Background: an optimization exercise with open tools, aiming at small area. Do not read the settings as production practice. Only simulation tests tie the RTL to the original design; equivalence was not proved.

==> flow/design.v <==
module uart_rx (
    input clk,
    input rst_n,
    input rx,
    output reg bit_out,        
    output wire [2:0] bit_idx,
    output wire bit_ok,        
    output wire valid          
);
    localparam [3:0] PHASE_IDLE = 4'b0001, PHASE_VALID = 4'b0000, PHASE_START = 4'b0110;
    localparam [8:0] LFSR_END  = 9'h1ee;
    localparam [8:0] LFSR_IDLE = 9'h11c;     
    reg [3:0] phase;
    reg [8:0] lfsr;
    reg rx_sync1, rx_sync2;
    always @(posedge clk or negedge rst_n) begin
        if (!rst_n) begin
            rx_sync1 <= 1'b1;
            rx_sync2 <= 1'b1;
        end else begin
            rx_sync1 <= rx;
            rx_sync2 <= rx_sync1;
        end
    end
    wire sample = (lfsr == LFSR_END);
    wire idle   = (phase[3:1] == 3'b000);    
    assign bit_ok  = phase[3];
    assign bit_idx = phase[2:0];
    assign valid   = (phase == PHASE_VALID);
    always @(posedge clk or negedge rst_n) begin
        if (!rst_n) begin
            phase <= PHASE_IDLE;
        end else begin
            if (idle) begin
                phase <= rx_sync2 ? PHASE_IDLE : PHASE_START;
            end else if (sample) begin
                if ((phase == PHASE_START || phase == 4'b1111) && (rx_sync2 ^ phase[3]))
                    phase <= PHASE_IDLE;
                else
                    phase <= phase + 4'd1;
            end
        end
    end
    always @(posedge clk) begin
        if (sample) bit_out <= rx_sync2;
        if (idle)
            lfsr <= LFSR_IDLE;
        else
            lfsr <= {lfsr[7:0], lfsr[8] ^ lfsr[4] ^ sample};
    end
endmodule
module uart_tx (
    input clk,
    input rst_n,
    input trigger,           
    input bit_in,
    input bit_load,
    output wire [2:0] bit_idx,
    output reg tx,
    output wire busy
);
    localparam [3:0] PHASE_IDLE = 4'b0010, PHASE_START = 4'b0111;
    localparam [8:0] LFSR_END  = 9'h1ee;
    localparam [8:0] LFSR_IDLE = 9'h1f7;     
    reg [3:0] phase;
    reg [8:0] lfsr;
    reg next_bit;
    wire hit  = (lfsr == LFSR_END);
    wire idle = (phase == PHASE_IDLE);
    assign busy    = !idle;
    assign bit_idx = phase[2:0];
    always @(posedge clk or negedge rst_n) begin
        if (!rst_n) begin
            phase <= PHASE_IDLE;
            tx    <= 1'b1;
        end else begin
            if (idle) begin
                if (trigger) phase <= PHASE_START;
            end else if (hit) begin
                phase <= phase + 4'd1;
                tx <= phase[3] ? next_bit : !phase[2];
            end
        end
    end
    always @(posedge clk) begin
        if (bit_load) next_bit <= bit_in;
        if (idle)
            lfsr <= LFSR_IDLE;
        else
            lfsr <= {lfsr[7:0], lfsr[8] ^ lfsr[4] ^ hit};
    end
endmodule
module uart_string_loopback (
    input  wire clk,
    input  wire rst_n,
    input  wire rx,
    output wire tx
);
reg [255:0] ring;
reg [2:0] bit_pos;
reg [4:0] write_rel;     
reg [4:0] read_rel;      
wire rx_bit, rx_bit_ok, rx_valid;
wire [2:0] rx_idx, tx_idx;
wire tx_busy;
wire slot_end = (bit_pos == 3'd7);
wire at_w = (write_rel == 5'd0);
wire at_r = (read_rel == 5'd0);
wire after_w = (write_rel == 5'd31);
reg buffer_nonempty;
reg buffer_full;
wire push    = rx_valid && !buffer_full;
wire trigger = !tx_busy && buffer_nonempty;
wire write_en = rx_bit_ok && at_w && (bit_pos == rx_idx);
wire read_en  = at_r && (bit_pos == tx_idx);
uart_rx uart_rx_inst (
    .clk(clk),
    .rst_n(rst_n),
    .rx(rx),
    .bit_out(rx_bit),
    .bit_idx(rx_idx),
    .bit_ok(rx_bit_ok),
    .valid(rx_valid)
);
uart_tx uart_tx_inst (
    .clk(clk),
    .rst_n(rst_n),
    .trigger(trigger),
    .bit_in(ring[7]),
    .bit_load(read_en),
    .bit_idx(tx_idx),
    .tx(tx),
    .busy(tx_busy)
);
always @(posedge clk)
    ring <= {ring[254:0], write_en ? rx_bit : ring[255]};
always @(posedge clk or negedge rst_n) begin
    if (!rst_n) begin
        bit_pos         <= 3'd0;
        write_rel       <= 5'd0;
        read_rel        <= 5'd0;
        buffer_nonempty <= 1'b0;
        buffer_full     <= 1'b0;
    end else begin
        bit_pos <= bit_pos + 3'd1;
        if (push && !slot_end)
            write_rel <= write_rel + 5'd1;
        else if (!push && slot_end)
            write_rel <= write_rel - 5'd1;
        if (trigger && !slot_end)
            read_rel <= read_rel + 5'd1;
        else if (!trigger && slot_end)
            read_rel <= read_rel - 5'd1;
        if (push)
            buffer_nonempty <= 1'b1;
        else if (at_w)
            buffer_nonempty <= !at_r;
        if (trigger)
            buffer_full <= 1'b0;
        else if (after_w)
            buffer_full <= at_r;
    end
end
endmodule
clock: 20.0 ns
lec_check: 0
cap_margin: 20
core_margin: 2
core_utilization: 85
place_density: 0.9
slew_margin: 20
standard.sh (not shown) runs the stock make flow with config.mk's settings and CLKGATE_MAP_FILE= SYNTH_SCRIPT=/design/flow/synth_recipe.tcl, a recipe that flattens the netlist after the stock synthesis.
==> flow/flow/run.sh <==
#!/bin/bash
# The standard layout, with three changes:
# - after the standard synthesis, its combinational gates are re-mapped for
#   area (flow/resynth.ys); the flip-flops stay exactly as synthesised;
# - clock tree synthesis adds no dummy loads and uses clkbuf_4;
# - port buffers are buf_2.
set -euo pipefail
export CTS_ARGS="-sink_clustering_enable -repair_clock_nets -buf_list sky130_fd_sc_hd__clkbuf_8 -sink_clustering_size 20 -sink_clustering_max_diameter 45 -dont_use_dummy_load"
export BUFFER_PORTS_ARGS="-buffer_cell sky130_fd_sc_hd__buf_2"
R=orfs/results/$FLOW_PLATFORM/uart_string_loopback/base
LIB=$FLOW_HOME/platforms/sky130hd/lib/sky130_fd_sc_hd__tt_025C_1v80.lib

bash standard.sh synth > standard_synth.log 2>&1
cp $R/1_2_yosys.v standard_synth_netlist.v
sed -e "s#LIB_FILE#$LIB#g" -e "s#NETLIST_IN#standard_synth_netlist.v#" \
    -e "s#NETLIST_OUT#$R/1_2_yosys.v#" -e "s#TOP_NAME#$FLOW_TOP#" flow/resynth.ys > resynth.ys
yosys -s resynth.ys > resynth.log 2>&1
rm -f $R/1_synth.odb $R/1_synth.sdc
bash standard.sh synth > standard_synth_odb.log 2>&1
bash standard.sh > standard.log 2>&1
==> flow/flow/area.abc <==
strash; dch -f; amap; strash; dch -f; amap
==> flow/flow/resynth.ys <==
# Re-map the combinational logic of the standard synthesis for area.
# Every flip-flop instance is kept as it is (a black box here), with its name
# and cell type; only the gates between them are rebuilt.
read_liberty -ignore_miss_func LIB_FILE
blackbox =sky130_fd_sc_hd__df* =sky130_fd_sc_hd__edf* =sky130_fd_sc_hd__sdf* =sky130_fd_sc_hd__sedf* =sky130_fd_sc_hd__dl*
read_verilog NETLIST_IN
hierarchy -top TOP_NAME
stat -liberty LIB_FILE
flatten
opt -purge
abc -liberty LIB_FILE -dont_use *lpflow* -dont_use *probe* -script flow/area.abc
opt_clean -purge
hilomap -singleton -hicell sky130_fd_sc_hd__conb_1 HI -locell sky130_fd_sc_hd__conb_1 LO
insbuf -buf sky130_fd_sc_hd__buf_4 A X
splitnets
opt_clean -purge
stat -liberty LIB_FILE
write_verilog -noattr -noexpr -nohex -nodec NETLIST_OUT
The baseline ended with an error in 3_5_place_dp.
Change:
--- a/flow/flow/run.sh
+++ b/flow/flow/run.sh
@@ -8 +8 @@
-export CTS_ARGS="-sink_clustering_enable -repair_clock_nets -buf_list sky130_fd_sc_hd__clkbuf_8 -sink_clustering_size 20 -sink_clustering_max_diameter 45 -dont_use_dummy_load"
+export CTS_ARGS="-sink_clustering_enable -repair_clock_nets -buf_list sky130_fd_sc_hd__clkbuf_4 -sink_clustering_size 10 -sink_clustering_max_diameter 50 -dont_use_dummy_load"
CORE_UTILIZATION = 70   (was 85)
PLACE_DENSITY = default   (was 0.9)
The new run finished clean.
Area after synthesis stays the same.
Synthesized cell count stays the same.

[afterwards: timing with drivers on the ports]
How much do the figures lean on ideal ports? The routed layout below was timed once more, with nothing changed but the port constraints.
Step 1 assumes that a clkbuf_16 drives the clock port and a buf_2 every other input.
Step 2, shift: input delay + t, output delay - t, t = (earliest + latest rising clock arrival at the registers) / 2. This alone moves slack from input paths to output paths.
a / b / c = ideal ports / drivers / drivers and shift; a / b = the first two.
run: the second run
shift t [ns]: 0.551
setup WS [ns]: 14.792 / 14.761 / 15.313
worst slew at a driven data input, ns: 0.03
After both steps the second run still meets setup and hold. The setup slack of the second run moves by -0.031 ns with the drivers and by +0.521 ns with both steps.
